Source: an optimization exercise on an open RTL-to-GDS flow (aim: small area). Production flows keep margins and buffers that such runs may drop. The RTL was checked by simulation tests, not by an equivalence proof against the original design. Power is estimated from default activity; no workload was simulated.

== zinc ==
// Sudoku_Solver
module Sudoku_Solver
	#(parameter p_CLKs_PB = 16)  
	(input i_Clk,
	 input i_Rx_UART,
	 input i_Switch_1,
	 output logic o_Tx_UART);
	localparam [1:0] RX = 2'd0, SOLVE = 2'd1, TX = 2'd2;
	wire rst = i_Switch_1;
	logic [269:0] ring;
	wire [9:0] head = ring[269:260];
	logic [1:0] p_cb, p_ri, p_rb;        
	logic [1:0] t_ci, t_cb, t_ri, t_rb;  
	logic [8:0] mask;                    
	logic       s;                       
	logic [1:0] ph;
	logic       f;
	logic       busy;                    
	logic       pend;                    
	logic [3:0] timer, idx, data;
	function automatic [11:0] dpd_dec(input [9:0] c);
		logic p, q, r, s_, t, u, v, w, x, y;
		{p, q, r, s_, t, u, v, w, x, y} = c;
		if (!v)
			dpd_dec = {1'b0, p, q, r, 1'b0, s_, t, u, 1'b0, w, x, y};
		else case ({w, x})
			2'b00: dpd_dec = {1'b0, p, q, r, 1'b0, s_, t, u, 3'b100, y};
			2'b01: dpd_dec = {1'b0, p, q, r, 3'b100, u, 1'b0, s_, t, y};
			2'b10: dpd_dec = {3'b100, r, 1'b0, s_, t, u, 1'b0, p, q, y};
			default: case ({s_, t})
				2'b00: dpd_dec = {3'b100, r, 3'b100, u, 1'b0, p, q, y};
				2'b01: dpd_dec = {3'b100, r, 1'b0, p, q, u, 3'b100, y};
				2'b10: dpd_dec = {1'b0, p, q, r, 3'b100, u, 3'b100, y};
				default: dpd_dec = {3'b100, r, 3'b100, u, 3'b100, y};
			endcase
		endcase
	endfunction
	function automatic [9:0] dpd_enc(input [11:0] g);
		logic a, b, c, d, e, f_, g_, h, i, j, k, m;
		{a, b, c, d, e, f_, g_, h, i, j, k, m} = g;
		case ({a, e, i})
			3'b000: dpd_enc = {b, c, d, f_, g_, h, 1'b0, j, k, m};
			3'b001: dpd_enc = {b, c, d, f_, g_, h, 3'b100, m};
			3'b010: dpd_enc = {b, c, d, j, k, h, 3'b101, m};
			3'b011: dpd_enc = {b, c, d, 2'b10, h, 3'b111, m};
			3'b100: dpd_enc = {j, k, d, f_, g_, h, 3'b110, m};
  ...
==> flow/config.mk <==
export PLATFORM = sky130hd
export DESIGN_NAME = Sudoku_Solver
export DESIGN_NICKNAME = Sudoku_Solver
export VERILOG_FILES = /design/flow/design.v
export SDC_FILE = /design/flow/constraint.sdc
export NUM_CORES = 4
export LEC_CHECK = 0
export ABC_AREA = 1
export CAP_MARGIN = 40
export CORE_MARGIN = 2
export CORE_UTILIZATION = 30
export CTS_BUF_LIST = sky130_fd_sc_hd__clkbuf_8
export CTS_CLUSTER_DIAMETER = 60
export CTS_CLUSTER_SIZE = 20
export PLACE_DENSITY = 0.5
export SLEW_MARGIN = 20
==> flow/constraint.sdc <==
create_clock -name core_clock -period 10.0 [get_ports {i_Clk}]
set_input_delay 2.0000 -clock core_clock [delete_from_list [all_inputs] [get_ports {i_Clk}]]
set_output_delay 2.0000 -clock core_clock [all_outputs]
set_load 0.01 [all_outputs]
standard.sh (not shown) runs the stock make flow with config.mk's settings and CLKGATE_MAP_FILE= SYNTH_SCRIPT=/design/flow/synth_recipe.tcl, a recipe that flattens the netlist after the stock synthesis.
==> flow/flow/run.sh <==
#!/bin/bash
set -euo pipefail
CTS="-sink_clustering_enable -repair_clock_nets -sink_clustering_size 20 -sink_clustering_max_diameter 60 -buf_list sky130_fd_sc_hd__clkbuf_8 -dont_use_dummy_load"
bash standard.sh "CTS_ARGS=$CTS" finish > standard.log 2>&1
zinc finished every step from synthesis to the final layout, and the layout passed the timing, DRC and antenna checks.
Input changes introduced in sierra (baseline for comparison: zinc):
- CTS_CLUSTER_SIZE: 20 -> unset
- CTS_BUF_LIST: sky130_fd_sc_hd__clkbuf_8 -> unset
- CTS_CLUSTER_DIAMETER: 60 -> unset
==> flow/flow/run.sh <==
#!/bin/bash
# The standard layout (standard.sh), with two changes:
#  - synthesis: flow/my_synth.tcl, the standard flow's synthesis script with abc's mapping script
#    replaced by flow/abc_area.script;
#  - clock tree synthesis: the arguments in flow/cts_args.txt (no dummy loads).
# make/ORFS output goes to standard.log; ORFS's per-step logs are under orfs/logs.
set -euo pipefail
W="$(pwd)"
CTS="$(cat flow/cts_args.txt)"
bash standard.sh "SYNTH_SCRIPT=$W/flow/my_synth.tcl" "FLOW_ABC_SCRIPT=$W/flow/abc_area.script" \
  "CTS_ARGS=$CTS" finish > standard.log 2>&1
==> flow/flow/abc_area.script (new file) <==
strash
&get -n
&dch -f
&nf -R 1000
&put
topo
==> flow/flow/cts_args.txt (new file) <==
-sink_clustering_enable -repair_clock_nets -dont_use_dummy_load -sink_clustering_size 20 -sink_clustering_max_diameter 60 -buf_list sky130_fd_sc_hd__clkbuf_8
==> flow/flow/my_synth.tcl (new file) <==
# The standard synthesis (synth_recipe.tcl), with abc's mapping script replaced by
# flow/abc_area.script (area-oriented &nf mapping). Registers are mapped by ORFS's
# dfflibmap as in the standard synthesis; only the combinational mapping differs.
proc synth {args} { yosys synth -nofsm -noshare {*}$args }
proc abc {args} {
  set i [lsearch -exact $args -script]
  if { $i >= 0 } { lset args [expr { $i + 1 }] $::env(FLOW_ABC_SCRIPT) }
  yosys abc {*}$args
}
source $::env(SCRIPTS_DIR)/synth.tcl
# left out here: clear keep_hierarchy, flatten, clean up, hide names made inside functions, write 1_2_yosys.v
Results
Power per unit of standard cell area of sierra exceeds that of zinc by a few percent. Switching power share of the total: sierra < zinc. sierra: stage delay of the slowest cell on the critical path is 0.04 ns higher than what zinc reported. sierra and zinc ended up with nearly the same sequential power. The final reports for sierra and zinc show count of plain and timing-repair buffers in the layout higher in the former. Compared with zinc, sierra ends up with a smaller final cell area. [sierra] number of nets in the synthesized netlist fell 19% relative to zinc. Changes observed in sierra relative to zinc: total routing resource utilization after global routing barely changed, inverter count of the layout excluding clock inverters dropped 59, worst slack on hold paths dropped 0.0056 ns, multi-input gate share of the layout cell area dropped 1.5 points.

==> port drivers added, routing unchanged <==
The results above use ideal ports. As a check the final layouts listed here were re-extracted and re-timed, cells and wires unchanged.
Step 1, drivers: a clkbuf_16 drives i_Clk and a buf_2 each remaining input, both assumed.
Step 2 moves the port delays by t, midway between the first and last clock arrival at a register: inputs arrive t later, outputs are due t later. That takes back most of the time a late clock gives input paths.
a / b / c = ideal / step 1 / step 2; a / b = the first two.
run | t, ns | setup slack, ns | hold slack, ns | worst setup path after step 2 | latest minus earliest clock arrival (ns)
zinc | 0.558 | 5.738 / 5.697 / 6.255 | 0.292 / 0.292 / 0.292 | register to output | 0.055 / 0.055
sierra | 0.544 | 5.448 / 5.408 / 5.848 | 0.286 / 0.286 / 0.286 | register to register | 0.067 / 0.067
After both steps every run listed still meets setup and hold.
